This is an optimization exercise on Yosys and OpenROAD, whose aim is small area, not a production implementation. Only simulation tests tie the RTL to the original design; equivalence was not proved. Power and IR drop assume default switching activity.

## flow/design.v (module list and top-level ports; edited modules follow where they fit)
// module sprite_rom: 1123 lines
// module tile_rom: 364 lines
// module vga_controller: 23 lines
// module color_mapper: 95 lines
// module wal_video: 82 lines
module wal_video (
    input  logic        clk,
    input  logic        rst,         
    input  logic        reg_we,
    input  logic [3:0]  reg_addr,    
    input  logic [31:0] reg_wdata,
    output logic [11:0] vram_addr,
    input  logic [31:0] vram_rdata,
    output logic        hs,
    output logic        vs,
    output logic        vde,
    output logic [3:0]  red,
    output logic [3:0]  green,
    output logic [3:0]  blue
);
  // ...
==> flow/run.sh <==
#!/bin/bash
# synth_recipe.tcl (not shown) runs the flow's synth.tcl, then flattens the netlist and writes it again
# the make line also repeats each setting of config.mk as NAME=value (left out here)
make -C /OpenROAD-flow-scripts/flow DESIGN_CONFIG=/design/flow/config.mk WORK_HOME=/design/flow/orfs CLKGATE_MAP_FILE= SYNTH_SCRIPT=/design/flow/synth_recipe.tcl finish
==> flow/config.mk <==
export PLATFORM = sky130hd
export DESIGN_NAME = wal_video
export DESIGN_NICKNAME = wal_video
export VERILOG_FILES = /design/flow/design.v
export SDC_FILE = /design/flow/constraint.sdc
export NUM_CORES = 4
export LEC_CHECK = 0
export ABC_AREA = 1
export CAP_MARGIN = 20
export CORE_MARGIN = 2
export CORE_UTILIZATION = 40
export SLEW_MARGIN = 20
export SYNTH_MEMORY_MAX_BITS = 32768
==> flow/constraint.sdc <==
create_clock -name core_clock -period 18.0 [get_ports {clk}]
set_input_delay 3.6000 -clock core_clock [delete_from_list [all_inputs] [get_ports {clk}]]
set_output_delay 3.6000 -clock core_clock [all_outputs]
set_load 0.01 [all_outputs]
==> metrics.yaml, run 1 <==
run_status: "complete, no violations"
tightest_slew_ns: 0.941
min_delay_path_depth: 4
hold_path_startpoint: "fx[4]"
multi_input_area_sq_um: 10300
die_w_microns: 226
pre_cts_ws_ns: 5.99
wl_met3_mm: 4.34
layout_commonest_cell: "nand2_1"
busiest_layer: "met2"
yosysSeqAreaShare: 0.391
gr-usage-met1: 0.352
h-tree-depth: 1
synth_top_family_by_area: "simple AND/OR/NAND/NOR gates"
synth-compound-area-share: 0.0967
seq_cell_power_uw: 695
reg2reg_depth: 20
seq_cells: 270
clock_sinks: 270
synthMuxAreaShare: 0
critPathSlowestCell: "dfxtp_1"
setup_ws_ns: 5.20
clock-skew-final_ns: 0.0145
drt-initial-drc-count: 1471
cap_violations: 0
setup_viol: 0
crit_path_start: "vga.x[7]"
final_util: 0.455
yosysTopAreaCell: "edfxtp_1"
power_frac_clock: 0.381
grt_pass1_vias: 17279
multi_input_area_share: 0.463
clock_latency_ns: 0.55
buf_share: 0.0511
highest_layer: "met4"
powerClk_uw: 593
rows: 81
reg2reg_setup_slack_ns: 12.38
hold_violations: 0
cts_tree: "built"
clkCellAreaFrac: 0.0417
fin_crit_ns: 12.80
critical_path_depth: 36
vias: 18009
place_inst: 3283
==> module vga_controller, before the edit <==
module vga_controller (
    input  logic       clk,
    input  logic       rst,
    output logic [9:0] x,        
    output logic [9:0] y,        
    output logic [9:0] yn,       
    output logic       hs,
    output logic       vs,
    output logic       vde
);
    logic       xlast;
    logic [9:0] xn;
    assign xlast = (x == 10'd799);
    assign xn = (rst | xlast) ? 10'd0 : x + 10'd1;
    assign yn = rst ? 10'd0 : xlast ? ((y == 10'd524) ? 10'd0 : y + 10'd1) : y;
    always_ff @(posedge clk) begin
        x <= xn;
        y <= yn;
        hs <= ~rst & ~((x >= 10'd655) & (x <= 10'd750));
        vs <= ~rst & ~((y == 10'd489) | (y == 10'd490));
    end
    assign vde = (x < 10'd640) & (y < 10'd480);
endmodule
==> run 2, diff against run 1 <==
==> flow/design.v (replaced) <==
module sprite_rom(img, dy, c, code);
  input [1:0] img;
  wire [1:0] img;
  input [4:0] dy;
  wire [4:0] dy;
  input [3:0] c;
  wire [3:0] c;
  output [2:0] code;
  wire [2:0] code;
  wire _0_;
  wire _100_;
  wire _101_;
  wire _102_;
  wire _103_;
  wire _104_;
  wire _105_;
  wire _106_;
  wire _107_;
  wire _108_;
  wire _109_;
  wire _10_;
  wire _110_;
  wire _111_;
  wire _112_;
  wire _113_;
  wire _114_;
  wire _115_;
  wire _116_;
  wire _117_;
  wire _118_;
  wire _119_;
  wire _11_;
  wire _120_;
  wire _121_;
  wire _122_;
  wire _123_;
  wire _124_;
  wire _125_;
  wire _126_;
  wire _127_;
  wire _128_;
  wire _129_;
  wire _12_;
  wire _130_;
  wire _131_;
  wire _132_;
  wire _133_;
  wire _134_;
  wire _135_;
  wire _136_;
  wire _137_;
  wire _138_;
  wire _139_;
  wire _13_;
  wire _140_;
  wire _141_;
  wire _142_;
  wire _143_;
  wire _144_;
  wire _145_;
  wire _146_;
  wire _147_;
  wire _148_;
  wire _149_;
  wire _14_;
  wire _150_;
  wire _151_;
  wire _152_;
  wire _153_;
  wire _154_;
  wire _155_;
  wire _156_;
  wire _157_;
  wire _158_;
  wire _159_;
  wire _15_;
  wire _160_;
  wire _161_;
  wire _162_;
  wire _163_;
  wire _164_;
  wire _165_;
  wire _166_;
  wire _167_;
  wire _168_;
  wire _169_;
  wire _16_;
  wire _170_;
  wire _171_;
  wire _172_;
  wire _173_;
  wire _174_;
  wire _175_;
  wire _176_;
  wire _177_;
  wire _178_;
  wire _179_;
  wire _17_;
  wire _180_;
  wire _181_;
  wire _182_;
  wire _183_;
  wire _184_;
  wire _185_;
  wire _186_;
  wire _187_;
  wire _188_;
  wire _189_;
  wire _18_;
  wire _190_;
  wire _191_;
  wire _192_;
  wire _193_;
  wire _194_;
  wire _195_;
  wire _196_;
  wire _197_;
  wire _198_;
  wire _199_;
  wire _19_;
  wire _1_;
  wire _200_;
  wire _201_;
  wire _202_;
  wire _203_;
  wire _204_;
  wire _205_;
  wire _206_;
  wire _207_;
  wire _208_;
  wire _209_;
  wire _20_;
  wire _210_;
  wire _211_;
  wire _212_;
  wire _213_;
  wire _214_;
  wire _215_;
  wire _216_;
  wire _217_;
  wire _218_;
  wire _219_;
  wire _21_;
  wire _220_;
  wire _221_;
  wire _222_;
  wire _223_;
  wire _224_;
  wire _225_;
  wire _226_;
  wire _227_;
  wire _228_;
  wire _229_;
  wire _22_;
  wire _230_;
  wire _231_;
  wire _232_;
  wire _233_;
  wire _234_;
  wire _235_;
  wire _236_;
  wire _237_;
  wire _238_;
  wire _239_;
  wire _23_;
  wire _240_;
  wire _241_;
  wire _242_;
  wire _243_;
  wire _244_;
  wire _245_;
  wire _246_;
  wire _247_;
  wire _248_;
  wire _249_;
  wire _24_;
  wire _250_;
  wire _251_;
  wire _252_;
  wire _253_;
  wire _254_;
  wire _255_;
  wire _256_;
  wire _257_;
  wire _258_;
  wire _259_;
  wire _25_;
  wire _260_;
  wire _261_;
  wire _262_;
  wire _263_;
  wire _264_;
  wire _265_;
  wire _266_;
  wire _267_;
  wire _268_;
  wire _269_;
  wire _26_;
  wire _270_;
  wire _271_;
  wire _272_;
  wire _273_;
  wire _274_;
  wire _275_;
  wire _276_;
  wire _277_;
  wire _278_;
  wire _279_;
  wire _27_;
  wire _280_;
  wire _281_;
  wire _282_;
  wire _283_;
  wire _284_;
  wire _285_;
  wire _286_;
  wire _287_;
  wire _288_;
  wire _289_;
  wire _28_;
  wire _290_;
  wire _291_;
  wire _292_;
  wire _293_;
  wire _294_;
  wire _295_;
  wire _296_;
  wire _297_;
  wire _298_;
  wire _299_;
  wire _29_;
  wire _2_;
  wire _300_;
  wire _301_;
  wire _302_;
  wire _303_;
  wire _304_;
  wire _305_;
  wire _306_;
  wire _307_;
  wire _308_;
  wire _309_;
  wire _30_;
  wire _310_;
  wire _311_;
  wire _312_;
  wire _313_;
  wire _314_;
  wire _315_;
  wire _316_;
  wire _317_;
  wire _318_;
  wire _319_;
  wire _31_;
  wire _320_;
  wire _321_;
  wire _322_;
  wire _323_;
  wire _324_;
  wire _325_;
  wire _326_;
  wire _327_;
  wire _328_;
  wire _329_;
  wire _32_;
  wire _330_;
  wire _331_;
  wire _332_;
  wire _333_;
  wire _334_;
  wire _335_;
  wire _336_;
  wire _337_;
  wire _338_;
  wire _339_;
  wire _33_;
  wire _340_;
  wire _341_;
  wire _342_;
  wire _343_;
  wire _344_;
  wire _345_;
  wire _346_;
  wire _347_;
  wire _348_;
  wire _349_;
  wire _34_;
  wire _350_;
  wire _351_;
  wire _352_;
  wire _353_;
  wire _354_;
  wire _355_;
  wire _356_;
  wire _357_;
  wire _358_;
  wire _359_;
  wire _35_;
  wire _360_;
  wire _361_;
  wire _362_;
  wire _363_;
  wire _364_;
  wire _365_;
  wire _366_;
  wire _367_;
  wire _368_;
  wire _369_;
  wire _36_;
  wire _370_;
  wire _371_;
  wire _372_;
  wire _373_;
  wire _374_;
  wire _375_;
  wire _376_;
  wire _377_;
  wire _378_;
  wire _379_;
  wire _37_;
  wire _380_;
  wire _381_;
  wire _382_;
  wire _383_;
  wire _384_;
  wire _385_;
  wire _386_;
  wire _387_;
  wire _388_;
  wire _389_;
  wire _38_;
  wire _390_;
  wire _391_;
  wire _392_;
  wire _393_;
  wire _394_;
  wire _395_;
  wire _396_;
  wire _397_;
  wire _398_;
  wire _399_;
  wire _39_;
  wire _3_;
  wire _400_;
  wire _401_;
  wire _402_;
  wire _403_;
  wire _404_;
  wire _405_;
  wire _406_;
  wire _407_;
  wire _408_;
  wire _409_;
  wire _40_;
  wire _410_;
  wire _411_;
  wire _412_;
  wire _413_;
  wire _414_;
  wire _415_;
  wire _416_;
  wire _417_;
  wire _418_;
  wire _419_;
  wire _41_;
  wire _420_;
  wire _421_;
  wire _422_;
  wire _423_;
  wire _424_;
  wire _425_;
  wire _426_;
  wire _427_;
  wire _428_;
  wire _429_;
  wire _42_;
  wire _430_;
  wire _431_;
  wire _432_;
  wire _433_;
  wire _434_;
  wire _435_;
  wire _436_;
  wire _437_;
  wire _438_;
  wire _439_;
  wire _43_;
  wire _440_;
  wire _441_;
  wire _442_;
  wire _443_;
  wire _444_;
  wire _445_;
  wire _446_;
  wire _447_;
  wire _448_;
  wire _449_;
  wire _44_;
  wire _450_;
  wire _451_;
  wire _452_;
  wire _453_;
  wire _454_;
  wire _455_;
  wire _456_;
  wire _457_;
  wire _458_;
  wire _459_;
  wire _45_;
  wire _460_;
  wire _461_;
  wire _462_;
  wire _463_;
  wire _464_;
  wire _465_;
  wire _466_;
  wire _467_;
  wire _468_;
  wire _469_;
  wire _46_;
  wire _470_;
  wire _471_;
  wire _472_;
  wire _473_;
  wire _474_;
  wire _475_;
  wire _476_;
  wire _477_;
  wire _478_;
  wire _479_;
  wire _47_;
  wire _480_;
  wire _481_;
  wire _482_;
  wire _48_;
  wire _49_;
  wire _4_;
  wire _50_;
  wire _51_;
  wire _52_;
  wire _53_;
  wire _54_;
  wire _55_;
  wire _56_;
  wire _57_;
  wire _58_;
  wire _59_;
  wire _5_;
  wire _60_;
  wire _61_;
  wire _62_;
  wire _63_;
  wire _64_;
  wire _65_;
  wire _66_;
  wire _67_;
  wire _68_;
  wire _69_;
  wire _6_;
  wire _70_;
  wire _71_;
  wire _72_;
  wire _73_;
  wire _74_;
  wire _75_;
  wire _76_;
  wire _77_;
  wire _78_;
  wire _79_;
  wire _7_;
  wire _80_;
  wire _81_;
  wire _82_;
  wire _83_;
  wire _84_;
  wire _85_;
  wire _86_;
  wire _87_;
  wire _88_;
  wire _89_;
  wire _8_;
  wire _90_;
  wire _91_;
  wire _92_;
  wire _93_;
  wire _94_;
  wire _95_;
  wire _96_;
  wire _97_;
  wire _98_;
  wire _99_;
  wire _9_;
  assign _468_ = 4'h8 >> dy[3:2];
  assign _467_ = 4'h1 >> c[1:0];
  assign _466_ = 4'h8 >> { _467_, c[2] };
  assign _465_ = 4'h2 >> { dy[0], c[0] };
  assign _464_ = 4'h8 >> { c[1], c[2] };
  assign _463_ = 4'h1 >> { c[1], c[2] };
  assign _462_ = 4'h1 >> { _463_, _464_ };
  assign _461_ = 4'h8 >> { _462_, _465_ };
  assign _460_ = 4'h1 >> { _461_, _466_ };
  assign _459_ = 4'h1 >> { _460_, dy[1] };
  assign _458_ = 4'h4 >> c[1:0];
  assign _457_ = 4'h8 >> { _458_, dy[1] };
  assign _456_ = 4'h2 >> c[1:0];
  assign _455_ = 4'h8 >> dy[1:0];
  assign _454_ = 4'h1 >> { _455_, c[2] };
  assign _453_ = 4'h8 >> { _454_, _456_ };
  assign _452_ = 4'h1 >> { _453_, _457_ };
  assign _451_ = 4'h4 >> { _452_, _459_ };
  assign _450_ = 4'h1 >> { _451_, _468_ };
  assign _449_ = 4'h8 >> c[3:2];
  assign _448_ = 4'h1 >> c[3:2];
  assign _447_ = 4'h1 >> { _448_, _449_ };
  assign _446_ = 4'h1 >> { _447_, _466_ };
  assign _445_ = 4'h2 >> { _446_, dy[2] };
  assign _444_ = 4'h1 >> { c[3], c[0] };
  assign _443_ = 4'h8 >> { c[3], c[1] };
  assign _442_ = 4'h1 >> { c[3], c[1] };
  assign _441_ = 4'h1 >> { _442_, _443_ };
  assign _440_ = 4'h8 >> { _441_, _447_ };
  assign _439_ = 4'h4 >> { _440_, _444_ };
  assign _438_ = 4'h1 >> { _439_, _445_ };
  assign _437_ = 4'h2 >> { dy[3], c[0] };
  assign _436_ = 4'h4 >> { _455_, _464_ };
  assign _435_ = 4'h8 >> { _436_, _437_ };
  assign _434_ = 4'h1 >> { _435_, _438_ };
  assign _433_ = 4'h4 >> { _434_, _450_ };
  assign _432_ = 4'h1 >> { _456_, _458_ };
  assign _431_ = 4'h4 >> { c[3], c[1] };
  assign _430_ = 4'h1 >> { _431_, _464_ };
  assign _429_ = 4'h4 >> { _430_, dy[0] };
  assign _428_ = 4'h8 >> { _429_, _432_ };
  assign _427_ = 4'h1 >> dy[1:0];
  assign _426_ = 4'h4 >> { _427_, c[0] };
  assign _425_ = 4'h4 >> { _426_, c[1] };
  assign _424_ = 4'h4 >> { _447_, _455_ };
  assign _423_ = 4'h4 >> { _424_, _425_ };
  assign _422_ = 4'h4 >> { _423_, _428_ };
  assign _421_ = 4'h2 >> dy[1:0];
  assign _420_ = 4'h8 >> { _421_, c[2] };
  assign _419_ = 4'h4 >> { _441_, _456_ };
  assign _418_ = 4'h8 >> { _419_, _420_ };
  assign _417_ = 4'h4 >> { _456_, c[3] };
  assign _416_ = 4'h8 >> { _417_, _421_ };
  assign _415_ = 4'h8 >> c[1:0];
  assign _414_ = 4'h2 >> { _415_, _448_ };
  assign _413_ = 4'h2 >> { _414_, dy[3] };
  assign _412_ = 4'h4 >> { _413_, _416_ };
  assign _411_ = 4'h4 >> { _412_, _418_ };
  assign _410_ = 4'h8 >> { _458_, c[3] };
  assign _409_ = 4'h1 >> { _410_, _417_ };
  assign _408_ = 4'h4 >> { _409_, _411_ };
  assign _407_ = 4'h8 >> dy[2:1];
  assign _406_ = 4'h4 >> { _407_, _408_ };
  assign _405_ = 4'h4 >> { _406_, _422_ };
  assign _404_ = 4'h1 >> { c[0], c[2] };
  assign _403_ = 4'h4 >> dy[1:0];
  assign _402_ = 4'h8 >> { _403_, _467_ };
  assign _401_ = 4'h1 >> { _402_, _442_ };
  assign _400_ = 4'h2 >> { _401_, _404_ };
  assign _399_ = 4'h4 >> { dy[0], c[0] };
  assign _398_ = 4'h1 >> { _399_, dy[1] };
  assign _397_ = 4'h2 >> { _455_, _464_ };
  assign _396_ = 4'h4 >> { _397_, _398_ };
  assign _395_ = 4'h1 >> { _396_, _400_ };
  assign _394_ = 4'h1 >> dy[3:2];
  assign _393_ = 4'h4 >> { _394_, dy[1] };
  assign _392_ = 4'h8 >> { _393_, _395_ };
  assign _391_ = 4'h2 >> { _467_, dy[1] };
  assign _390_ = 4'h8 >> { dy[2], dy[0] };
  assign _389_ = 4'h8 >> { _441_, dy[3] };
  assign _388_ = 4'h8 >> { _389_, _390_ };
  assign _387_ = 4'h2 >> dy[3:2];
  assign _386_ = 4'h1 >> { _387_, _390_ };
  assign _385_ = 4'h8 >> { _386_, _410_ };
  assign _384_ = 4'h1 >> { dy[2], dy[0] };
  assign _383_ = 4'h8 >> { c[3], c[0] };
  assign _382_ = 4'h2 >> { _383_, dy[3] };
  assign _381_ = 4'h2 >> { _382_, _384_ };
  assign _380_ = 4'h1 >> { _381_, _385_ };
  assign _379_ = 4'h4 >> { _380_, _388_ };
  assign _378_ = 4'h1 >> { _379_, _391_ };
  assign _377_ = 4'h4 >> { _415_, c[2] };
  assign _376_ = 4'h1 >> { _377_, _466_ };
  assign _375_ = 4'h4 >> { _376_, _447_ };
  assign _374_ = 4'h2 >> { dy[3], c[3] };
  assign _373_ = 4'h1 >> { dy[1], c[3] };
  assign _372_ = 4'h8 >> { _373_, dy[3] };
  assign _371_ = 4'h1 >> { _372_, _374_ };
  assign _370_ = 4'h1 >> { _371_, dy[2] };
  assign _369_ = 4'h1 >> { _399_, _415_ };
  assign _368_ = 4'h8 >> { _369_, _370_ };
  assign _367_ = 4'h1 >> { _368_, _375_ };
  assign _366_ = 4'h4 >> { _367_, _378_ };
  assign _365_ = 4'h4 >> { _366_, _392_ };
  assign _364_ = 4'h4 >> { _365_, _405_ };
  assign _363_ = 4'h4 >> { _449_, c[1] };
  assign _362_ = 4'h1 >> { _363_, _370_ };
  assign _361_ = 4'h1 >> { _362_, _399_ };
  assign _360_ = 4'h1 >> { _361_, _364_ };
  assign _359_ = 4'h1 >> { _410_, dy[0] };
  assign _358_ = 4'h8 >> { _359_, _360_ };
  assign _357_ = 4'h1 >> { _359_, _360_ };
  assign _356_ = 4'h4 >> { _369_, dy[1] };
  assign _355_ = 4'h4 >> { _356_, _466_ };
  assign _354_ = 4'h2 >> { _355_, _468_ };
  assign _353_ = 4'h4 >> { _354_, _357_ };
  assign _352_ = 4'h4 >> { _353_, _358_ };
  assign _351_ = 4'h2 >> { _352_, _433_ };
  assign _350_ = 4'h2 >> { _351_, dy[4] };
  assign _349_ = 4'h8 >> { dy[0], c[0] };
  assign _348_ = 4'h8 >> { _349_, _449_ };
  assign _347_ = 4'h1 >> { _387_, _414_ };
  assign _346_ = 4'h4 >> { _347_, _348_ };
  assign _345_ = 4'h8 >> { _437_, _462_ };
  assign _344_ = 4'h8 >> { _377_, _427_ };
  assign _343_ = 4'h4 >> { _394_, _455_ };
  assign _342_ = 4'h1 >> { _343_, _468_ };
  assign _341_ = 4'h4 >> { _342_, _344_ };
  assign _340_ = 4'h4 >> { _341_, _345_ };
  assign _339_ = 4'h8 >> { _340_, _346_ };
  assign _338_ = 4'h8 >> { _465_, dy[1] };
  assign _337_ = 4'h1 >> { _338_, _374_ };
  assign _336_ = 4'h4 >> { _337_, _425_ };
  assign _335_ = 4'h2 >> { _336_, c[2] };
  assign _334_ = 4'h2 >> { c[3], c[1] };
  assign _333_ = 4'h4 >> { _399_, dy[1] };
  assign _332_ = 4'h8 >> { _333_, _334_ };
  assign _331_ = 4'h1 >> { _332_, _335_ };
  assign _330_ = 4'h8 >> { _331_, _339_ };
  assign _329_ = 4'h2 >> { _376_, _427_ };
  assign _328_ = 4'h2 >> { _329_, dy[2] };
  assign _327_ = 4'h4 >> { _328_, _422_ };
  assign _326_ = 4'h4 >> { _327_, _432_ };
  assign _325_ = 4'h4 >> { _326_, _334_ };
  assign _324_ = 4'h8 >> { _325_, _365_ };
  assign _323_ = 4'h4 >> { _356_, _447_ };
  assign _322_ = 4'h8 >> { _417_, _427_ };
  assign _321_ = 4'h2 >> { _322_, _387_ };
  assign _320_ = 4'h8 >> { _321_, _395_ };
  assign _319_ = 4'h4 >> { _320_, _323_ };
  assign _318_ = 4'h4 >> { _319_, _324_ };
  assign _317_ = 4'h1 >> { _318_, _330_ };
  assign _316_ = 4'h8 >> { _415_, _449_ };
  assign _315_ = 4'h1 >> { _316_, _317_ };
  assign _314_ = 4'h4 >> { img[1], dy[4] };
  assign _313_ = 4'h8 >> { _456_, dy[0] };
  assign _312_ = 4'h1 >> { _313_, _458_ };
  assign _311_ = 4'h8 >> { _312_, _327_ };
  assign _310_ = 4'h8 >> { _411_, dy[2] };
  assign _309_ = 4'h4 >> { _310_, _311_ };
  assign _308_ = 4'h4 >> { _309_, _455_ };
  assign _307_ = 4'h2 >> { _308_, _314_ };
  assign _306_ = 4'h4 >> { _307_, _315_ };
  assign _305_ = 4'h4 >> { _427_, _447_ };
  assign _304_ = 4'h4 >> { _305_, _441_ };
  assign _303_ = 4'h2 >> { _304_, _387_ };
  assign _302_ = 4'h8 >> { _455_, c[3] };
  assign _301_ = 4'h2 >> { _464_, dy[0] };
  assign _300_ = 4'h1 >> { _301_, _302_ };
  assign _299_ = 4'h2 >> { _300_, c[1] };
  assign _298_ = 4'h8 >> { c[0], c[2] };
  assign _297_ = 4'h1 >> { _298_, _404_ };
  assign _296_ = 4'h4 >> { _403_, _458_ };
  assign _295_ = 4'h8 >> { _296_, _297_ };
  assign _294_ = 4'h1 >> { _348_, _448_ };
  assign _293_ = 4'h8 >> { _383_, c[1] };
  assign _292_ = 4'h1 >> { _293_, _373_ };
  assign _291_ = 4'h8 >> { _292_, _294_ };
  assign _290_ = 4'h4 >> { _291_, _295_ };
  assign _289_ = 4'h4 >> { _290_, _299_ };
  assign _288_ = 4'h8 >> { _289_, _303_ };
  assign _287_ = 4'h8 >> { _384_, _444_ };
  assign _286_ = 4'h1 >> { dy[1], c[0] };
  assign _285_ = 4'h2 >> { _286_, _449_ };
  assign _284_ = 4'h1 >> { _285_, _287_ };
  assign _283_ = 4'h4 >> { _427_, _442_ };
  assign _282_ = 4'h1 >> { _283_, c[1] };
  assign _281_ = 4'h1 >> { _282_, _284_ };
  assign _280_ = 4'h2 >> { _281_, _411_ };
  assign _279_ = 4'h4 >> { _280_, _327_ };
  assign _278_ = 4'h1 >> { _403_, _421_ };
  assign _277_ = 4'h2 >> { _278_, _466_ };
  assign _276_ = 4'h8 >> { _455_, _458_ };
  assign _275_ = 4'h1 >> { _276_, _277_ };
  assign _274_ = 4'h2 >> { _275_, _370_ };
  assign _273_ = 4'h8 >> { _455_, _456_ };
  assign _272_ = 4'h8 >> { _273_, _374_ };
  assign _271_ = 4'h1 >> { _349_, dy[1] };
  assign _270_ = 4'h1 >> { dy[3], c[2] };
  assign _269_ = 4'h8 >> { _270_, _443_ };
  assign _268_ = 4'h4 >> { _269_, _271_ };
  assign _267_ = 4'h1 >> { img[1], dy[4] };
  assign _266_ = 4'h4 >> { _267_, _268_ };
  assign _265_ = 4'h4 >> { _266_, _272_ };
  assign _264_ = 4'h4 >> { _265_, _274_ };
  assign _263_ = 4'h4 >> { _264_, _279_ };
  assign _262_ = 4'h4 >> { _263_, _288_ };
  assign _261_ = 4'h2 >> { _262_, img[0] };
  assign _260_ = 4'h4 >> { _261_, _306_ };
  assign _259_ = 4'h4 >> { _260_, _350_ };
  assign _258_ = 4'h1 >> { _399_, _465_ };
  assign _257_ = 4'h2 >> { _258_, _464_ };
  assign _256_ = 4'h8 >> { _257_, _302_ };
  assign _255_ = 4'h1 >> { _360_, _427_ };
  assign _254_ = 4'h1 >> { _255_, _256_ };
  assign _253_ = 4'h8 >> { dy[2], c[1] };
  assign _252_ = 4'h1 >> { _253_, _463_ };
  assign _251_ = 4'h2 >> { _327_, _427_ };
  assign _250_ = 4'h4 >> { _251_, _408_ };
  assign _249_ = 4'h4 >> { _250_, _252_ };
  assign _248_ = 4'h2 >> { _426_, dy[2] };
  assign _247_ = 4'h1 >> { _383_, _444_ };
  assign _246_ = 4'h4 >> { _398_, _443_ };
  assign _245_ = 4'h2 >> { _246_, _247_ };
  assign _244_ = 4'h2 >> { _245_, _384_ };
  assign _243_ = 4'h1 >> { _244_, _248_ };
  assign _242_ = 4'h1 >> { _305_, dy[3] };
  assign _241_ = 4'h8 >> { _302_, _404_ };
  assign _240_ = 4'h1 >> { _241_, _453_ };
  assign _239_ = 4'h8 >> { _240_, _242_ };
  assign _238_ = 4'h1 >> { _239_, _243_ };
  assign _237_ = 4'h2 >> { _271_, _326_ };
  assign _236_ = 4'h4 >> { _376_, _429_ };
  assign _235_ = 4'h1 >> dy[2:1];
  assign _234_ = 4'h4 >> { _235_, _236_ };
  assign _233_ = 4'h1 >> { _234_, _365_ };
  assign _232_ = 4'h4 >> { _233_, _237_ };
  assign _231_ = 4'h1 >> { _232_, _238_ };
  assign _230_ = 4'h1 >> { _231_, _249_ };
  assign _229_ = 4'h4 >> { _270_, dy[2] };
  assign _228_ = 4'h8 >> { _229_, _230_ };
  assign _227_ = 4'h1 >> { _228_, _468_ };
  assign _226_ = 4'h1 >> { _227_, _254_ };
  assign _225_ = 4'h1 >> { _230_, _394_ };
  assign _224_ = 4'h2 >> { _225_, _314_ };
  assign _223_ = 4'h4 >> { _224_, _226_ };
  assign _222_ = 4'h1 >> { _346_, _441_ };
  assign _221_ = 4'h2 >> { _389_, _447_ };
  assign _220_ = 4'h4 >> { _421_, _443_ };
  assign _219_ = 4'h1 >> { _444_, _456_ };
  assign _218_ = 4'h2 >> { _219_, _403_ };
  assign _217_ = 4'h1 >> { _218_, _220_ };
  assign _216_ = 4'h4 >> { _217_, _221_ };
  assign _215_ = 4'h1 >> { _216_, _222_ };
  assign _214_ = 4'h1 >> { _215_, _329_ };
  assign _213_ = 4'h4 >> { _214_, _250_ };
  assign _212_ = 4'h1 >> { _409_, _455_ };
  assign _211_ = 4'h2 >> { _212_, _468_ };
  assign _210_ = 4'h4 >> { img[1], dy[1] };
  assign _209_ = 4'h1 >> { _210_, _447_ };
  assign _208_ = 4'h4 >> { _209_, _301_ };
  assign _207_ = 4'h1 >> { _208_, _234_ };
  assign _206_ = 4'h1 >> { _441_, dy[1] };
  assign _205_ = 4'h2 >> { _206_, _447_ };
  assign _204_ = 4'h4 >> { _205_, _428_ };
  assign _203_ = 4'h2 >> { _455_, dy[3] };
  assign _202_ = 4'h1 >> { _427_, dy[3] };
  assign _201_ = 4'h2 >> { _202_, _297_ };
  assign _200_ = 4'h4 >> { _201_, _203_ };
  assign _199_ = 4'h4 >> { _200_, _204_ };
  assign _198_ = 4'h8 >> { _199_, _207_ };
  assign _197_ = 4'h2 >> { _200_, _204_ };
  assign _196_ = 4'h1 >> { _197_, dy[2] };
  assign _195_ = 4'h4 >> { _196_, _198_ };
  assign _194_ = 4'h1 >> { _195_, _211_ };
  assign _193_ = 4'h4 >> { _194_, _213_ };
  assign _192_ = 4'h2 >> { _193_, dy[4] };
  assign _191_ = 4'h4 >> { _267_, _364_ };
  assign _190_ = 4'h1 >> { _191_, img[0] };
  assign _189_ = 4'h4 >> { _190_, _192_ };
  assign _188_ = 4'h4 >> { _189_, _223_ };
  assign code[1] = 4'he >> { _188_, _259_ };
  assign _187_ = 4'h8 >> { _333_, _464_ };
  assign _186_ = 4'h8 >> { _415_, dy[1] };
  assign _185_ = 4'h1 >> { _186_, _463_ };
  assign _184_ = 4'h1 >> { _185_, _364_ };
  assign _183_ = 4'h1 >> { _184_, _187_ };
  assign _182_ = 4'h1 >> { _183_, _433_ };
  assign _181_ = 4'h1 >> { _273_, _425_ };
  assign _180_ = 4'h1 >> { _253_, _407_ };
  assign _179_ = 4'h8 >> { _180_, _181_ };
  assign _178_ = 4'h2 >> { _179_, _449_ };
  assign _177_ = 4'h4 >> dy[3:2];
  assign _176_ = 4'h8 >> { _296_, _460_ };
  assign _175_ = 4'h2 >> { _398_, _448_ };
  assign _174_ = 4'h2 >> { _175_, dy[3] };
  assign _173_ = 4'h8 >> { _455_, _466_ };
  assign _172_ = 4'h2 >> { _463_, c[3] };
  assign _171_ = 4'h8 >> { _172_, _349_ };
  assign _170_ = 4'h1 >> { _171_, _173_ };
  assign _169_ = 4'h8 >> { _170_, _174_ };
  assign _168_ = 4'h4 >> { _169_, _176_ };
  assign _167_ = 4'h1 >> { _168_, _177_ };
  assign _166_ = 4'h1 >> { _167_, _178_ };
  assign _165_ = 4'h4 >> { _166_, _182_ };
  assign _164_ = 4'h2 >> { _320_, _406_ };
  assign _163_ = 4'h4 >> { _420_, _467_ };
  assign _162_ = 4'h8 >> { _377_, _455_ };
  assign _161_ = 4'h4 >> { _373_, _415_ };
  assign _160_ = 4'h1 >> { _161_, _448_ };
  assign _159_ = 4'h1 >> { _160_, _162_ };
  assign _158_ = 4'h1 >> { _283_, _302_ };
  assign _157_ = 4'h4 >> { _172_, _297_ };
  assign _156_ = 4'h4 >> { _157_, _158_ };
  assign _155_ = 4'h1 >> { _156_, _159_ };
  assign _154_ = 4'h1 >> { _155_, _163_ };
  assign _153_ = 4'h2 >> { _154_, _387_ };
  assign _152_ = 4'h1 >> { _432_, dy[0] };
  assign _151_ = 4'h2 >> { _152_, _462_ };
  assign _150_ = 4'h1 >> { _151_, dy[1] };
  assign _149_ = 4'h1 >> { _257_, _402_ };
  assign _148_ = 4'h4 >> { _149_, _162_ };
  assign _147_ = 4'h8 >> { _148_, _370_ };
  assign _146_ = 4'h4 >> { _147_, _150_ };
  assign _145_ = 4'h1 >> { _146_, _153_ };
  assign _144_ = 4'h1 >> { _145_, _164_ };
  assign _143_ = 4'h2 >> { _144_, _267_ };
  assign _142_ = 4'h4 >> { _143_, _165_ };
  assign _141_ = 4'h8 >> { _443_, c[2] };
  assign _140_ = 4'h8 >> { _141_, _279_ };
  assign _139_ = 4'h4 >> { _463_, c[3] };
  assign _138_ = 4'h1 >> { _139_, _140_ };
  assign _137_ = 4'h1 >> { _138_, _250_ };
  assign _136_ = 4'h2 >> { _280_, _431_ };
  assign _135_ = 4'h8 >> { _136_, _250_ };
  assign _134_ = 4'h1 >> { _171_, _466_ };
  assign _133_ = 4'h2 >> { _134_, dy[1] };
  assign _132_ = 4'h4 >> { _443_, c[2] };
  assign _131_ = 4'h8 >> { _132_, _426_ };
  assign _130_ = 4'h2 >> { _131_, _174_ };
  assign _129_ = 4'h4 >> { _130_, _133_ };
  assign _128_ = 4'h1 >> { _129_, _177_ };
  assign _127_ = 4'h1 >> { _377_, _447_ };
  assign _126_ = 4'h2 >> { _390_, dy[1] };
  assign _125_ = 4'h8 >> { _399_, _431_ };
  assign _124_ = 4'h2 >> { _125_, _126_ };
  assign _123_ = 4'h4 >> { _124_, _461_ };
  assign _122_ = 4'h4 >> { _123_, _127_ };
  assign _121_ = 4'h2 >> { _122_, _128_ };
  assign _120_ = 4'h1 >> { _200_, _457_ };
  assign _119_ = 4'h4 >> { _177_, _399_ };
  assign _118_ = 4'h8 >> { _119_, _447_ };
  assign _117_ = 4'h4 >> { _118_, _120_ };
  assign _116_ = 4'h1 >> { _117_, _121_ };
  assign _115_ = 4'h4 >> { _116_, _135_ };
  assign _114_ = 4'h4 >> { _115_, _137_ };
  assign _113_ = 4'h1 >> { dy[0], c[0] };
  assign _112_ = 4'h2 >> { _113_, _141_ };
  assign _111_ = 4'h4 >> { _112_, _278_ };
  assign _110_ = 4'h8 >> { _403_, _415_ };
  assign _109_ = 4'h1 >> { _110_, _173_ };
  assign _108_ = 4'h8 >> { _283_, _456_ };
  assign _107_ = 4'h2 >> c[3:2];
  assign _106_ = 4'h1 >> { _107_, _431_ };
  assign _105_ = 4'h8 >> { _106_, _333_ };
  assign _104_ = 4'h1 >> { _105_, _108_ };
  assign _103_ = 4'h8 >> { _104_, _109_ };
  assign _102_ = 4'h4 >> { _103_, _111_ };
  assign _101_ = 4'h8 >> { _102_, _303_ };
  assign _100_ = 4'h2 >> { _101_, _314_ };
  assign _99_ = 4'h4 >> { _100_, _114_ };
  assign _98_ = 4'h8 >> { _158_, _468_ };
  assign _97_ = 4'h4 >> { _246_, _417_ };
  assign _96_ = 4'h2 >> { _97_, _387_ };
  assign _95_ = 4'h1 >> { _96_, _98_ };
  assign _94_ = 4'h2 >> { _419_, _424_ };
  assign _93_ = 4'h2 >> { _345_, _376_ };
  assign _92_ = 4'h4 >> { _93_, _94_ };
  assign _91_ = 4'h1 >> { _92_, _95_ };
  assign _90_ = 4'h2 >> { _181_, _339_ };
  assign _89_ = 4'h8 >> { _126_, _399_ };
  assign _88_ = 4'h1 >> { _89_, _468_ };
  assign _87_ = 4'h2 >> { _88_, _132_ };
  assign _86_ = 4'h2 >> { _271_, _468_ };
  assign _85_ = 4'h2 >> { _86_, _440_ };
  assign _84_ = 4'h2 >> { _85_, dy[4] };
  assign _83_ = 4'h4 >> { _84_, _87_ };
  assign _82_ = 4'h4 >> { _83_, _90_ };
  assign _81_ = 4'h4 >> { _82_, _91_ };
  assign _80_ = 4'h2 >> { _81_, img[0] };
  assign _79_ = 4'h4 >> { _80_, _99_ };
  assign _78_ = 4'h4 >> { _79_, _142_ };
  assign _77_ = 4'h4 >> { _441_, dy[1] };
  assign _76_ = 4'h4 >> { _77_, _309_ };
  assign _75_ = 4'h1 >> { _76_, _447_ };
  assign _74_ = 4'h8 >> { _431_, dy[0] };
  assign _73_ = 4'h1 >> { _74_, _152_ };
  assign _72_ = 4'h1 >> { _73_, dy[2] };
  assign _71_ = 4'h4 >> { _271_, dy[3] };
  assign _70_ = 4'h8 >> { _390_, _444_ };
  assign _69_ = 4'h8 >> { dy[1], c[0] };
  assign _68_ = 4'h4 >> { _69_, _334_ };
  assign _67_ = 4'h1 >> { _68_, _70_ };
  assign _66_ = 4'h4 >> { _67_, _71_ };
  assign _65_ = 4'h4 >> { _66_, _72_ };
  assign _64_ = 4'h4 >> { _65_, _75_ };
  assign _63_ = 4'h2 >> { _128_, _205_ };
  assign _62_ = 4'h1 >> { _373_, _442_ };
  assign _61_ = 4'h4 >> { _62_, _113_ };
  assign _60_ = 4'h1 >> { _61_, c[2] };
  assign _59_ = 4'h8 >> { _421_, _443_ };
  assign _58_ = 4'h4 >> { _387_, _449_ };
  assign _57_ = 4'h4 >> { _58_, _59_ };
  assign _56_ = 4'h4 >> { _57_, _60_ };
  assign _55_ = 4'h8 >> { _107_, _283_ };
  assign _54_ = 4'h2 >> { dy[3], dy[1] };
  assign _53_ = 4'h8 >> { _54_, _462_ };
  assign _52_ = 4'h1 >> { _53_, _55_ };
  assign _51_ = 4'h1 >> { _52_, c[0] };
  assign _50_ = 4'h1 >> { _219_, _442_ };
  assign _49_ = 4'h8 >> { _50_, _342_ };
  assign _48_ = 4'h2 >> { _49_, _267_ };
  assign _47_ = 4'h4 >> { _48_, _51_ };
  assign _46_ = 4'h4 >> { _47_, _56_ };
  assign _45_ = 4'h4 >> { _46_, _63_ };
  assign _44_ = 4'h4 >> { _45_, _64_ };
  assign _43_ = 4'h2 >> { _50_, _327_ };
  assign _42_ = 4'h2 >> { _43_, _303_ };
  assign _41_ = 4'h4 >> { _303_, _455_ };
  assign _40_ = 4'h1 >> { _203_, dy[2] };
  assign _39_ = 4'h4 >> { _447_, _468_ };
  assign _38_ = 4'h4 >> { _39_, _40_ };
  assign _37_ = 4'h1 >> { _38_, _41_ };
  assign _36_ = 4'h2 >> { _37_, _247_ };
  assign _469_ = 4'h8 >> { _247_, _441_ };
  assign _470_ = 4'h2 >> { _469_, _447_ };
  assign _471_ = 4'h2 >> { _470_, dy[3] };
  assign _472_ = 4'h2 >> { _471_, _346_ };
  assign _473_ = 4'h8 >> { _472_, _207_ };
  assign _474_ = 4'h2 >> { _473_, dy[4] };
  assign _475_ = 4'h4 >> { _474_, _36_ };
  assign _476_ = 4'h4 >> { _475_, _42_ };
  assign _477_ = 4'h8 >> { _286_, _429_ };
  assign _478_ = 4'h8 >> { _258_, c[2] };
  assign _479_ = 4'h8 >> { _441_, dy[1] };
  assign _480_ = 4'h8 >> { _479_, _478_ };
  assign _481_ = 4'h8 >> { _59_, c[0] };
  assign _482_ = 4'h1 >> { _481_, dy[3] };
  assign _0_ = 4'h4 >> { _482_, _480_ };
  assign _1_ = 4'h4 >> { _0_, _477_ };
  assign _2_ = 4'h8 >> { _200_, _430_ };
  assign _3_ = 4'h4 >> { _316_, _455_ };
  assign _4_ = 4'h4 >> { _403_, c[3] };
  assign _5_ = 4'h4 >> { _4_, _432_ };
  assign _6_ = 4'h1 >> { _5_, _3_ };
  assign _7_ = 4'h8 >> { _6_, _174_ };
  assign _8_ = 4'h4 >> { _7_, _2_ };
  assign _9_ = 4'h1 >> { _8_, _1_ };
  assign _10_ = 4'h2 >> { _113_, dy[1] };
  assign _11_ = 4'h2 >> { _10_, _139_ };
  assign _12_ = 4'h2 >> { _416_, dy[2] };
  assign _13_ = 4'h4 >> { _12_, _11_ };
  assign _14_ = 4'h4 >> { _13_, _304_ };
  assign _15_ = 4'h4 >> { _14_, _9_ };
  assign _16_ = 4'h4 >> { _174_, _391_ };
  assign _17_ = 4'h2 >> { _218_, _294_ };
  assign _18_ = 4'h1 >> { _10_, _270_ };
  assign _19_ = 4'h4 >> { _398_, _456_ };
  assign _20_ = 4'h1 >> { _19_, _18_ };
  assign _21_ = 4'h8 >> { _20_, _17_ };
  assign _22_ = 4'h1 >> { _21_, _389_ };
  assign _23_ = 4'h4 >> { _22_, _16_ };
  assign _24_ = 4'h1 >> { _112_, dy[2] };
  assign _25_ = 4'h4 >> { _24_, _23_ };
  assign _26_ = 4'h2 >> { _25_, _314_ };
  assign _27_ = 4'h4 >> { _26_, _15_ };
  assign _28_ = 4'h1 >> { _27_, img[0] };
  assign _29_ = 4'h4 >> { _28_, _476_ };
  assign _30_ = 4'h4 >> { _29_, _44_ };
  assign code[0] = 4'he >> { _30_, _78_ };
  assign _31_ = 4'h8 >> { _258_, c[3] };
  assign _32_ = 4'h1 >> { _31_, _107_ };
  assign _33_ = 4'h8 >> { _177_, _267_ };
  assign _34_ = 4'h4 >> { _33_, _478_ };
  assign _35_ = 4'h4 >> { _34_, _32_ };
  assign code[2] = 4'h4 >> { _35_, code[1] };
endmodule
module tile_rom(t, y, x, fg);
  input [3:0] t;
  wire [3:0] t;
  input [3:0] y;
  wire [3:0] y;
  input [2:0] x;
  wire [2:0] x;
  output fg;
  wire fg;
  wire _0_;
  wire _100_;
  wire _101_;
  wire _102_;
  wire _103_;
  wire _104_;
  wire _105_;
  wire _106_;
  wire _107_;
  wire _108_;
  wire _109_;
  wire _10_;
  wire _110_;
  wire _111_;
  wire _112_;
  wire _113_;
  wire _114_;
  wire _115_;
  wire _116_;
  wire _117_;
  wire _118_;
  wire _119_;
  wire _11_;
  wire _120_;
  wire _121_;
  wire _122_;
  wire _123_;
  wire _124_;
  wire _125_;
  wire _126_;
  wire _127_;
  wire _128_;
  wire _129_;
  wire _12_;
  wire _130_;
  wire _131_;
  wire _132_;
  wire _133_;
  wire _134_;
  wire _135_;
  wire _136_;
  wire _13_;
  wire _14_;
  wire _15_;
  wire _16_;
  wire _17_;
  wire _18_;
  wire _19_;
  wire _1_;
  wire _20_;
  wire _21_;
  wire _22_;
  wire _23_;
  wire _24_;
  wire _25_;
  wire _26_;
  wire _27_;
  wire _28_;
  wire _29_;
  wire _2_;
  wire _30_;
  wire _31_;
  wire _32_;
  wire _33_;
  wire _34_;
  wire _35_;
  wire _36_;
  wire _37_;
  wire _38_;
  wire _39_;
  wire _3_;
  wire _40_;
  wire _41_;
  wire _42_;
  wire _43_;
  wire _44_;
  wire _45_;
  wire _46_;
  wire _47_;
  wire _48_;
  wire _49_;
  wire _4_;
  wire _50_;
  wire _51_;
  wire _52_;
  wire _53_;
  wire _54_;
  wire _55_;
  wire _56_;
  wire _57_;
  wire _58_;
  wire _59_;
  wire _5_;
  wire _60_;
  wire _61_;
  wire _62_;
  wire _63_;
  wire _64_;
  wire _65_;
  wire _66_;
  wire _67_;
  wire _68_;
  wire _69_;
  wire _6_;
  wire _70_;
  wire _71_;
  wire _72_;
  wire _73_;
  wire _74_;
  wire _75_;
  wire _76_;
  wire _77_;
  wire _78_;
  wire _79_;
  wire _7_;
  wire _80_;
  wire _81_;
  wire _82_;
  wire _83_;
  wire _84_;
  wire _85_;
  wire _86_;
  wire _87_;
  wire _88_;
  wire _89_;
  wire _8_;
  wire _90_;
  wire _91_;
  wire _92_;
  wire _93_;
  wire _94_;
  wire _95_;
  wire _96_;
  wire _97_;
  wire _98_;
  wire _99_;
  wire _9_;
  assign _124_ = 4'h4 >> { x[2], y[0] };
  assign _123_ = 4'h1 >> { _124_, x[1] };
  assign _122_ = 4'h4 >> { y[2], x[0] };
  assign _121_ = 4'h4 >> { _122_, _123_ };
  assign _120_ = 4'h8 >> x[1:0];
  assign _119_ = 4'h1 >> x[1:0];
  assign _118_ = 4'h1 >> { _119_, _120_ };
  assign _117_ = 4'h4 >> y[1:0];
  assign _116_ = 4'h8 >> { _117_, _118_ };
  assign _115_ = 4'h8 >> x[2:1];
  assign _114_ = 4'h8 >> { y[0], x[0] };
  assign _113_ = 4'h4 >> { _114_, _115_ };
  assign _112_ = 4'h2 >> { _113_, t[1] };
  assign _111_ = 4'h4 >> { _112_, _116_ };
  assign _110_ = 4'h4 >> { _111_, _121_ };
  assign _109_ = 4'h4 >> { y[2], x[2] };
  assign _108_ = 4'h1 >> { x[2], x[0] };
  assign _107_ = 4'h2 >> { _108_, y[1] };
  assign _106_ = 4'h2 >> { _107_, _109_ };
  assign _105_ = 4'h8 >> { _106_, _120_ };
  assign _104_ = 4'h2 >> { y[2], x[2] };
  assign _103_ = 4'h4 >> { y[1], x[1] };
  assign _102_ = 4'h2 >> y[1:0];
  assign _101_ = 4'h4 >> { _102_, x[0] };
  assign _100_ = 4'h1 >> { _101_, _103_ };
  assign _99_ = 4'h2 >> { _100_, _104_ };
  assign _98_ = 4'h1 >> { _99_, _105_ };
  assign _97_ = 4'h8 >> { _98_, _110_ };
  assign _96_ = 4'h1 >> { _97_, t[2] };
  assign _95_ = 4'h1 >> { _96_, t[3] };
  assign _94_ = 4'h2 >> { y[1], x[1] };
  assign _93_ = 4'h2 >> { y[0], x[0] };
  assign _92_ = 4'h2 >> y[2:1];
  assign _91_ = 4'h2 >> { _92_, _93_ };
  assign _90_ = 4'h4 >> { y[0], x[0] };
  assign _89_ = 4'h1 >> { _90_, _104_ };
  assign _88_ = 4'h1 >> { _89_, y[2] };
  assign _87_ = 4'h1 >> { _88_, _91_ };
  assign _86_ = 4'h1 >> { _87_, _94_ };
  assign _85_ = 4'h1 >> { _103_, _109_ };
  assign _84_ = 4'h1 >> { _85_, _93_ };
  assign _83_ = 4'h4 >> { _94_, _109_ };
  assign _82_ = 4'h8 >> { _83_, _89_ };
  assign _81_ = 4'h1 >> { _82_, t[3] };
  assign _80_ = 4'h4 >> { _81_, _84_ };
  assign _79_ = 4'h4 >> { _80_, _86_ };
  assign _78_ = 4'h4 >> y[3:2];
  assign _77_ = 4'h2 >> y[3:2];
  assign _76_ = 4'h1 >> { _77_, _78_ };
  assign _75_ = 4'h2 >> { _76_, _117_ };
  assign _74_ = 4'h8 >> { x[2], y[0] };
  assign _73_ = 4'h1 >> { _74_, x[1] };
  assign _72_ = 4'h8 >> y[1:0];
  assign _71_ = 4'h2 >> { _72_, x[1] };
  assign _70_ = 4'h4 >> { _76_, _103_ };
  assign _69_ = 4'h4 >> { _70_, _71_ };
  assign _68_ = 4'h1 >> { _69_, _73_ };
  assign _67_ = 4'h4 >> { _78_, _124_ };
  assign _66_ = 4'h1 >> { _67_, _68_ };
  assign _65_ = 4'h2 >> { _66_, _75_ };
  assign _64_ = 4'h1 >> { _68_, _75_ };
  assign _63_ = 4'h8 >> { x[2], x[0] };
  assign _62_ = 4'h1 >> { _63_, _108_ };
  assign _61_ = 4'h2 >> { _62_, _78_ };
  assign _60_ = 4'h2 >> { _61_, _90_ };
  assign _59_ = 4'h1 >> { _60_, _93_ };
  assign _58_ = 4'h1 >> { t[2], t[0] };
  assign _57_ = 4'h8 >> { _58_, t[3] };
  assign _56_ = 4'h4 >> { _57_, _115_ };
  assign _55_ = 4'h4 >> { _56_, _59_ };
  assign _54_ = 4'h4 >> { _55_, _64_ };
  assign _53_ = 4'h4 >> { _54_, _65_ };
  assign _52_ = 4'h1 >> { _53_, _79_ };
  assign _51_ = 4'h1 >> { _52_, t[1] };
  assign _50_ = 4'h1 >> { _51_, _95_ };
  assign _49_ = 4'h4 >> { _72_, y[3] };
  assign _48_ = 4'h8 >> { _72_, y[2] };
  assign _47_ = 4'h1 >> y[1:0];
  assign _46_ = 4'h4 >> { _47_, y[3] };
  assign _45_ = 4'h1 >> { _46_, _48_ };
  assign _44_ = 4'h2 >> { _47_, _109_ };
  assign _43_ = 4'h2 >> { _44_, _45_ };
  assign _42_ = 4'h1 >> { _43_, _49_ };
  assign _41_ = 4'h1 >> { _42_, _104_ };
  assign _40_ = 4'h2 >> { y[3], x[0] };
  assign _39_ = 4'h4 >> { _40_, _91_ };
  assign _38_ = 4'h1 >> { _39_, x[1] };
  assign _37_ = 4'h4 >> { _38_, _41_ };
  assign _36_ = 4'h8 >> { _41_, x[1] };
  assign _35_ = 4'h1 >> { _36_, t[0] };
  assign _34_ = 4'h4 >> { _35_, _37_ };
  assign _33_ = 4'h1 >> { _107_, y[2] };
  assign _32_ = 4'h4 >> { y[3], t[0] };
  assign _31_ = 4'h4 >> { _32_, _33_ };
  assign _30_ = 4'h4 >> { _106_, _119_ };
  assign _29_ = 4'h1 >> { _30_, _31_ };
  assign _28_ = 4'h8 >> { _29_, _59_ };
  assign _27_ = 4'h4 >> { y[1], x[0] };
  assign _26_ = 4'h4 >> { _104_, _120_ };
  assign _25_ = 4'h4 >> { _26_, _27_ };
  assign _24_ = 4'h2 >> { _25_, t[0] };
  assign _23_ = 4'h1 >> { _24_, _31_ };
  assign _22_ = 4'h1 >> { _23_, _59_ };
  assign _21_ = 4'h1 >> { _22_, t[1] };
  assign _20_ = 4'h4 >> { _21_, _28_ };
  assign _19_ = 4'h4 >> { _20_, _34_ };
  assign _18_ = 4'h4 >> { _62_, _67_ };
  assign _17_ = 4'h2 >> { _77_, _118_ };
  assign _16_ = 4'h1 >> { _17_, _18_ };
  assign _15_ = 4'h2 >> { _45_, t[0] };
  assign _14_ = 4'h1 >> { _15_, _16_ };
  assign _13_ = 4'h8 >> y[2:1];
  assign _12_ = 4'h8 >> { _13_, y[3] };
  assign _11_ = 4'h1 >> { _12_, t[0] };
  assign _10_ = 4'h8 >> { _77_, _118_ };
  assign _9_ = 4'h4 >> { _10_, _45_ };
  assign _8_ = 4'h1 >> { _9_, _11_ };
  assign _7_ = 4'h4 >> { _8_, _14_ };
  assign _6_ = 4'h8 >> { _47_, _61_ };
  assign _5_ = 4'h2 >> { _118_, y[2] };
  assign _4_ = 4'h1 >> { y[3], y[1] };
  assign _3_ = 4'h4 >> { _4_, _5_ };
  assign _2_ = 4'h4 >> { _118_, y[2] };
  assign _1_ = 4'h4 >> { _48_, _118_ };
  assign _0_ = 4'h2 >> { _102_, y[3] };
  assign _136_ = 4'h1 >> { _0_, _1_ };
  assign _135_ = 4'h4 >> { _136_, _2_ };
  assign _134_ = 4'h4 >> { _135_, _3_ };
  assign _133_ = 4'h1 >> { _134_, _6_ };
  assign _132_ = 4'h2 >> { _72_, _118_ };
  assign _131_ = 4'h1 >> { _132_, _62_ };
  assign _130_ = 4'h1 >> { _131_, t[0] };
  assign _129_ = 4'h4 >> { _130_, _133_ };
  assign _128_ = 4'h1 >> { _129_, _7_ };
  assign _127_ = 4'h2 >> { _128_, t[1] };
  assign _126_ = 4'h2 >> { _127_, t[2] };
  assign _125_ = 4'h4 >> { _126_, _19_ };
  assign fg = 4'h1 >> { _125_, _50_ };
endmodule
module vga_controller (
    input  logic       clk,
    input  logic       rst,
    output logic [9:0] x,        
    output logic [9:0] y,        
    output logic [9:0] yn,       
    output logic       hs,
    output logic       vs,
    output logic       vde
);
    logic       xlast, ylast;
    logic [9:0] xi, yi;
    logic [10:0] cx, cy;
    assign cx[0] = 1'b1;
    assign cy[0] = 1'b1;
    for (genvar i = 0; i < 10; i++) begin : g_inc
        assign xi[i]   = x[i] ^ cx[i];
        assign cx[i+1] = x[i] & cx[i];
        assign yi[i]   = y[i] ^ cy[i];
        assign cy[i+1] = y[i] & cy[i];
    end
    assign xlast = (x == 10'd799);
    assign ylast = (y == 10'd524);
    assign yn = rst ? 10'd0 : xlast ? (ylast ? 10'd0 : yi) : y;
    always_ff @(posedge clk) begin
        x  <= (rst | xlast) ? 10'd0 : xi;
        y  <= yn;
        hs <= ~rst & ~((x >= 10'd655) & (x <= 10'd750));
        vs <= ~rst & ~((y == 10'd489) | (y == 10'd490));
    end
    assign vde = ~(x[9] & (x[8] | x[7])) & ~y[9] & ~(y[8] & y[7] & y[6] & y[5]);
endmodule
module rca #(parameter int W = 8) (
    input  logic [W-1:0] a,
    input  logic [W-1:0] b,
    input  logic         ci,
    output logic [W-1:0] s,
    output logic         co
);
    logic [W:0] c;
    assign c[0] = ci;
    for (genvar i = 0; i < W; i++) begin : g
        assign s[i]   = a[i] ^ b[i] ^ c[i];
        assign c[i+1] = (a[i] & b[i]) | (c[i] & (a[i] ^ b[i]));
    end
    assign co = c[W];
endmodule
module color_mapper (
    input  logic [9:0]      x,
    input  logic [9:0]      y,
    input  logic [7:0]      scene,
    output logic [11:0]     vram_addr,
    input  logic [31:0]     vram_rdata,
    input  logic [9:0]      hit,       
    input  logic [9:0][2:0] ty,        
    input  logic [9:0][3:0] sxl,       
    input  logic [9:0][4:0] syl,       
    output logic [3:0]      red,
    output logic [3:0]      green,
    output logic [3:0]      blue
);
    logic [9:0] u, v;
    logic [7:0] hi;
    logic       co1, co2, co3;
    rca #(10) a_u (.a({scene[4:0], y[8:4]}), .b(~{1'b0, scene, 1'b0}), .ci(1'b1), .s(u), .co(co1));
    rca #(10) a_v (.a(u), .b({7'd0, x[9:7]}), .ci(1'b0), .s(v), .co(co2));
    rca #(8)  a_h (.a(v[9:2]), .b(u[7:0]), .ci(1'b0), .s(hi), .co(co3));
    assign vram_addr = {hi, v[1:0], x[6:5]};
    logic [6:0] t;
    always_comb begin
        case (x[4:3])
            2'd0: t = vram_rdata[6:0];
            2'd1: t = vram_rdata[14:8];
            2'd2: t = vram_rdata[22:16];
            default: t = vram_rdata[30:24];
        endcase
    end
    logic tfg;
    tile_rom tr (.t(t[3:0]), .y(y[3:0]), .x(x[2:0]), .fg(tfg));
    logic [11:0] tcol;
    always_comb begin
        case (t)
            7'd0, 7'd1: tcol = tfg ? 12'h630 : 12'h000;
            7'd2:       tcol = tfg ? 12'hf00 : 12'ha20;
            7'd3:       tcol = tfg ? 12'h00f : 12'h019;
            7'd4:       tcol = tfg ? 12'hc60 : 12'hf00;
            7'd5:       tcol = tfg ? 12'h0bf : 12'h00f;
            7'd6, 7'd7: tcol = tfg ? 12'h000 : 12'ha30;
            7'd8:       tcol = tfg ? 12'h070 : 12'h330;
            default:    tcol = tfg ? 12'hfff : 12'h000;
        endcase
    end
    logic [9:0] win, prior;
    assign prior[0] = 1'b0;
    for (genvar i = 1; i < 10; i++) begin : g_pri
        assign prior[i] = prior[i-1] | hit[i-1];
    end
    assign win = hit & ~prior;
    logic       any;
    logic [2:0] wty;
    logic [3:0] wsx;
    logic [4:0] wsy;
    always_comb begin
        wty = 3'd0;
        wsx = 4'd0;
        wsy = 5'd0;
        for (int i = 0; i < 10; i++) begin
            wty = wty | (ty[i]  & {3{win[i]}});
            wsx = wsx | (sxl[i] & {4{win[i]}});
            wsy = wsy | (syl[i] & {5{win[i]}});
        end
    end
    assign any = prior[9] | hit[9];
    logic [3:0] dx, c;
    logic [4:0] dy;
    logic [2:0] code;
    logic       cox, coy;
    rca #(4) a_dx (.a(x[3:0]), .b(~wsx), .ci(1'b1), .s(dx), .co(cox));
    rca #(5) a_dy (.a(y[4:0]), .b(~wsy), .ci(1'b1), .s(dy), .co(coy));
    assign c = dx ^ {4{wty[0]}};
    sprite_rom sr (.img(wty[2:1]), .dy(dy), .c(c), .code(code));
    logic        son;
    logic [11:0] scol;
    always_comb begin
        son  = 1'b0;
        scol = 12'h000;
        if (wty[2]) begin
            case (code)
                3'd1: begin son = 1'b1; scol = 12'h000; end
                3'd2: begin son = 1'b1; scol = 12'h1cf; end
                3'd3: begin son = 1'b1; scol = 12'h0af; end
                default: ;
            endcase
        end else begin
            case (code)
                3'd1: begin son = 1'b1; scol = 12'h000; end
                3'd2: begin son = 1'b1; scol = 12'hf40; end
                3'd3: begin son = 1'b1; scol = 12'hf30; end
                3'd4: begin son = 1'b1; scol = 12'hef8; end
                default: ;
            endcase
        end
        if (~any | (~wty[1] & wty[0])) son = 1'b0;
    end
    assign {red, green, blue} = son ? scol : tcol;
endmodule
module wal_video (
    input  logic        clk,
    input  logic        rst,         
    input  logic        reg_we,
    input  logic [3:0]  reg_addr,    
    input  logic [31:0] reg_wdata,
    output logic [11:0] vram_addr,
    input  logic [31:0] vram_rdata,
    output logic        hs,
    output logic        vs,
    output logic        vde,
    output logic [3:0]  red,
    output logic [3:0]  green,
    output logic [3:0]  blue
);
    logic [9:0] x, y, yn;
    vga_controller vga (
        .clk(clk), .rst(rst), .x(x), .y(y), .yn(yn),
        .hs(hs), .vs(vs), .vde(vde)
    );
    logic [7:0]      scene;
    logic [9:0][9:0] sx;
    logic [9:0][8:0] sy;
    logic [9:0][2:0] ty;
    logic [9:0]      fx, fy, hx, hit;
    logic [9:0][3:0] sxl;
    logic [9:0][4:0] syl;
    logic [11:0] wsx, wsy;
    logic [6:0]  wtype;
    logic        wvalid, wfx, wfy;
    logic [2:0]  wty;
    logic [9:0]  ddx;
    logic [8:0]  ddy;
    assign wsx    = reg_wdata[23:12];
    assign wsy    = reg_wdata[11:0];
    assign wtype  = reg_wdata[30:24];
    assign wvalid = reg_wdata[31] & (wsx[11:10] == 2'd0) & ~(wsx[9] & (wsx[8] | wsx[7]))
                  & (wsy[11:9] == 3'd0) & ~(wsy[8] & wsy[7] & wsy[6] & wsy[5]);
    logic        cdx, cdy;
    rca #(10) a_dx (.a(x), .b(~wsx[9:0]), .ci(1'b1), .s(ddx), .co(cdx));
    rca #(9)  a_dy (.a(yn[8:0]), .b(~wsy[8:0]), .ci(1'b1), .s(ddy), .co(cdy));
    assign wfx    = ~rst & (ddx[9:4] == 6'd0);
    assign wfy    = wvalid & (ddy[8:5] == 4'd0);
    always_comb begin
        case (wtype)
            7'd0:    wty = 3'b000;
            7'd1:    wty = 3'b010;
            7'd2:    wty = 3'b011;
            7'd3:    wty = 3'b100;
            7'd4:    wty = 3'b110;
            7'd5:    wty = 3'b111;
            default: wty = 3'b001;
        endcase
    end
    always_ff @(posedge clk) begin
        if (reg_we && reg_addr == 4'd10)
            scene <= reg_wdata[7:0];
    end
    for (genvar i = 0; i < 10; i++) begin : g_spr
        logic we;
        assign we = reg_we && (reg_addr == 4'(i));
        assign hx[i]  = (x == sx[i]) | (fx[i] & (x[3:0] != sx[i][3:0]));
        assign hit[i] = hx[i] & fy[i];
        assign sxl[i] = sx[i][3:0];
        assign syl[i] = sy[i][4:0];
        always_ff @(posedge clk) begin
            if (we) begin
                sx[i] <= wsx[9:0];
                sy[i] <= wvalid ? wsy[8:0] : 9'h1ff;
                ty[i] <= wty;
                fx[i] <= wfx;
                fy[i] <= wfy;
            end else begin
                fx[i] <= ~rst & hx[i];
                fy[i] <= (yn[8:0] == sy[i]) | (fy[i] & (yn != 10'd0) & (yn[4:0] != sy[i][4:0]));
            end
        end
    end
    color_mapper cm (
        .x(x), .y(y), .scene(scene),
        .vram_addr(vram_addr), .vram_rdata(vram_rdata),
        .hit(hit), .ty(ty), .sxl(sxl), .syl(syl),
        .red(red), .green(green), .blue(blue)
    );
endmodule
==> flow/flow/run.sh (new file) <==
#!/bin/bash
# Own layout flow: the standard layout (standard.sh), except that
#  - synthesis maps the combinational logic with an area-oriented ABC script
#    (flow/area.script); everything else in synthesis, including the
#    registers, is the standard synthesis (flow/my_synth.tcl is
#    synth_recipe.tcl with the abc call's script swapped);
#  - port buffers are the smallest buffer (sky130_fd_sc_hd__buf_1).
set -euo pipefail
W=$(pwd)
F=$W/flow
sed "s#SYNTH_SCRIPT=[^ ]*#SYNTH_SCRIPT=$F/my_synth.tcl#" standard.sh > $W/my_standard.sh
grep -q "SYNTH_SCRIPT=$F/my_synth.tcl" $W/my_standard.sh
export MY_ABC_SCRIPT=$F/area.script
export BUFFER_PORTS_ARGS="-buffer_cell sky130_fd_sc_hd__buf_1"
bash $W/my_standard.sh finish > $W/flow_make.log 2>&1
==> flow/flow/area.script (new file) <==
strash
dch
amap
strash
dch
amap
topo
==> flow/flow/my_synth.tcl (new file) <==
proc synth {args} { yosys synth -nofsm -noshare {*}$args }
proc abc {args} {
  set i [lsearch -exact $args -script]
  if {$i >= 0} { set args [lreplace $args $i [expr {$i+1}] -script $::env(MY_ABC_SCRIPT)] }
  yosys abc {*}$args
}
source $::env(SCRIPTS_DIR)/synth.tcl
# left out here: clear keep_hierarchy, flatten, clean up, hide names made inside functions, write 1_2_yosys.v
==> flow/standard.sh (new file) <==
#!/bin/bash
# synth_recipe.tcl (not shown) runs the flow's synth.tcl, then flattens the netlist and writes it again
# the make line also repeats each setting of config.mk as NAME=value (left out here)
make -C /OpenROAD-flow-scripts/flow DESIGN_CONFIG=/design/flow/config.mk WORK_HOME=/design/flow/orfs CLKGATE_MAP_FILE= SYNTH_SCRIPT=/design/flow/synth_recipe.tcl "${@:-finish}"
removed: flow/run.sh
==> metrics.yaml, run 2 <==
p_leak_uw: 0.00604
run_status: "complete, no violations"
reg2reg_setup_slack_ns: 10.46  # -1.92 ns
place.gp.congestion: 0.950
drc: 0
clock_sinks: 270  # unchanged
place.port_buffers: 93
fin_crit_sh: 0.912
r2r_end: "fy[9]"
die_w_microns: 200  # -11%
antenna_found_initial: 2
h-tree-depth: 1  # unchanged
yosys_most_used_dff: "edfxtp_1"
hold_path_startpoint: "fy[5]"
syn_avg_cell_area_sq_um: 10.0
hold_path_end: "fy[5]"
pin_count: 98
hold_violations: 0  # unchanged
yosysWarningCount: 3
grt_usage: 0.259
async_flop_share: 0
worst-path-buf-inv: 14
yosysTopAreaCell: "edfxtp_1"
nFillCells: 3609
clock.fmax_mhz: 60.9
path_class: "register to primary output"
grt_max_degree: 27
timing.hold.ws_ns: 0.617
post_cts_resized: 0
yosysMostFrequentCell: "edfxtp_1"
grt_pass1_wl_mm: 80.3
cts_tree: "built"
reg_top3: "sx: 100 flops, sy: 90 flops, ty: 30 flops"
synth_common_cells: "228 x edfxtp_1, 212 x nor2_1, 202 x clkinv_1"
min_delay_path_depth: 3  # -1
cpPeakStageDelay_ns: 0.75
fin_crit_ns: 16.41  # +3.61 ns
cts-root-buf: "clkbuf_16"
drive_gt1_frac: 0.0617
slew_viol_final: 0
drt-initial-drc-count: 1398  # -5.0%
fin_tns_setup_ns: 0
pre_cts_ws_ns: 2.51  # -3.49 ns
cp_top_family: "compound AO/OA/AOI/OAI gates"
reg2reg_depth: 23  # +15%
largest_reg_flops: 100
cap_violations: 0  # unchanged
path_max_fanout: 20
overflow: 0
layout.nets: 1876
cts.clk_slew.worst_paths_ns: 0.06
crit_path_frequent_cell: "nor2_1"
avgViaCountPerCell: 6.07
stdcell_area_sq_um: 17800
hold_path.class: "register to register"
ctsHoldBuffers: 0
top_register: "sx"
setup_viol: 0  # unchanged
die_area_sq_um: 40100
coreArea_sq_um: 37800
layout_commonest_cell: "edfxtp_1"
synth-edff-count: 228
synth_area_leaders: "edfxtp_1 44%, dfxtp_1 5.5%, ha_1 5.4%"
die_y_microns: 200
grt_pass1_vias: 13031  # -25%
tightest_slew_ns: 0.959  # +0.0186 ns
crit-reg2reg-launch: "vga.x[2]"
clock_path_buffers: 3
peakVddDrop_uv: 75.9
synth.cell_area_sq_um: 15400
clock-skew-final_ns: 0.0160  # +0.00149 ns
area_growth_pct: 15.2
cts_buffers: 29
firstDrtPassIters: 8
setup_ws_ns: 1.59  # -3.61 ns
syn_nets: 1701
power.density_nw_per_um2: 79.6
final_util: 0.469  # +0.0144
hpwl_mm: 38.1
synthCells: 1536
rows: 71  # -12%
critical_path_depth: 50  # +39%
synthDistinctLibCells: 55
yosysSeqAreaShare: 0.499  # +0.108
placed_area_sq_um: 16800
rsz0062_at_grt: "no"
critPathRequiredTime_ns: 14.40
ys_ff_latch: 270
antenna_left: 0
mostFrequentLayoutCells: "228 x edfxtp_1, 204 x clkinv_1, 204 x nor2_1, 97 x o21ai_0, 96 x nand2_1"
end_kind: "primary output"
avgRoutedWirePerCell_microns: 23.6
vias: 13639  # -24%
wl_mm: 53.0
relSlewSlack: 0.358
cp.arrival_ns: 12.81
synth_top_area_share: 0.444
start_util: 0.407
critPathSlowestCell: "dfxtp_1"
post-cts-setup-buffers: 0
clock_latency_ns: 0.57  # +0.02 ns
worstSetupStartpointType: "register"
run 2: cell types whose count changed after synthesis, sizes merged, moves of 50 or more:
cell    before  now
xor2        95    3
nand3      214   14
nand2      766   96
o221ai       3   53
inv        343    0
clkinv       7  202
xnor2       57    1
run 2: power breakdown:
group	internal (uW)	switching, uW
combinational	45.3	97.8
clock	330	246
sequential	688	7.64
total	1060	351
run 2: how the worst max path moves through the flow:
stage                   from      end  slack, ns
floorplan           vga.x[3]  blue[2]       3.97
global placement    vga.x[3]  blue[1]       2.51
detailed placement  vga.x[3]  blue[2]       2.51
CTS                 vga.x[9]  blue[2]       1.86
global route        vga.x[3]  blue[2]       0.76
finish              vga.x[3]  blue[2]       1.59
run 2: stage by stage:
stage	std cells	power, uW
2_1_floorplan	1536	790
3_3_place_gp	2191	849
3_5_place_dp	2191	848
4_1_cts	2245	1420
5_1_grt	2247	1460
6_report	2247	1410
run 2: layout make-up:
type	instances	area (sq um)	share of cell area
Clock inverter	9	85.1	0.00479
Sequential cell	270	7690	0.433
Multi-Input combinational cell	1061	7000	0.394
Clock buffer	45	826	0.0465
Timing Repair Buffer	147	754	0.0425
Antenna cell	2	5.00	0.000282
Tap cell	511	639	0.0360
Inverter	202	758	0.0427
run 2: tightest hold or removal path, cell delays in order, from the launching register on:
cell      delay, ns
dfxtp_1        0.30
clkinv_1       0.07
o21a_1         0.12
o32ai_1        0.07
run 2: kinds of logic after synthesis:
family	count (synthesis)	synth area share
xor+xnor	4	0.00227
simple gates	454	0.129
fa+ha+maj	94	0.0899
flops	270	0.499
compound gates	509	0.229
buf+inv	205	0.0506
run 2: layer usage:
layer	track usage	wire length [microns]	share of wire
met1	0.375	23800	0.45
met2	0.414	23800	0.45
met3	0.0338	3990	0.075
met4	0.0622	1410	0.027
met5	0	0	0

## static timing again, ports no longer ideal
In the flow no input, the clock included, has a driving cell. The finished layouts below were timed again as built, in two steps. Step 1, drivers: a clkbuf_16 drives clk and a buf_2 each remaining input, both assumed. Step 2, shift: input delay + t, output delay - t, t = (earliest + latest rising clock arrival at the registers) / 2. This alone moves slack from input paths to output paths. Slacks: no drivers / after step 1 / after step 2; pairs: no drivers / after step 1.
| run | t, ns | slack for setup (ns) | latest minus earliest clock arrival (ns) |
|---|---|---|---|
| run 1 | 0.591 | 5.199 / 5.151 / 5.742 | 0.016 / 0.015 |
| run 2 | 0.610 | 1.590 / 1.541 / 2.151 | 0.019 / 0.020 |
After both steps setup and hold are still met in every run listed.
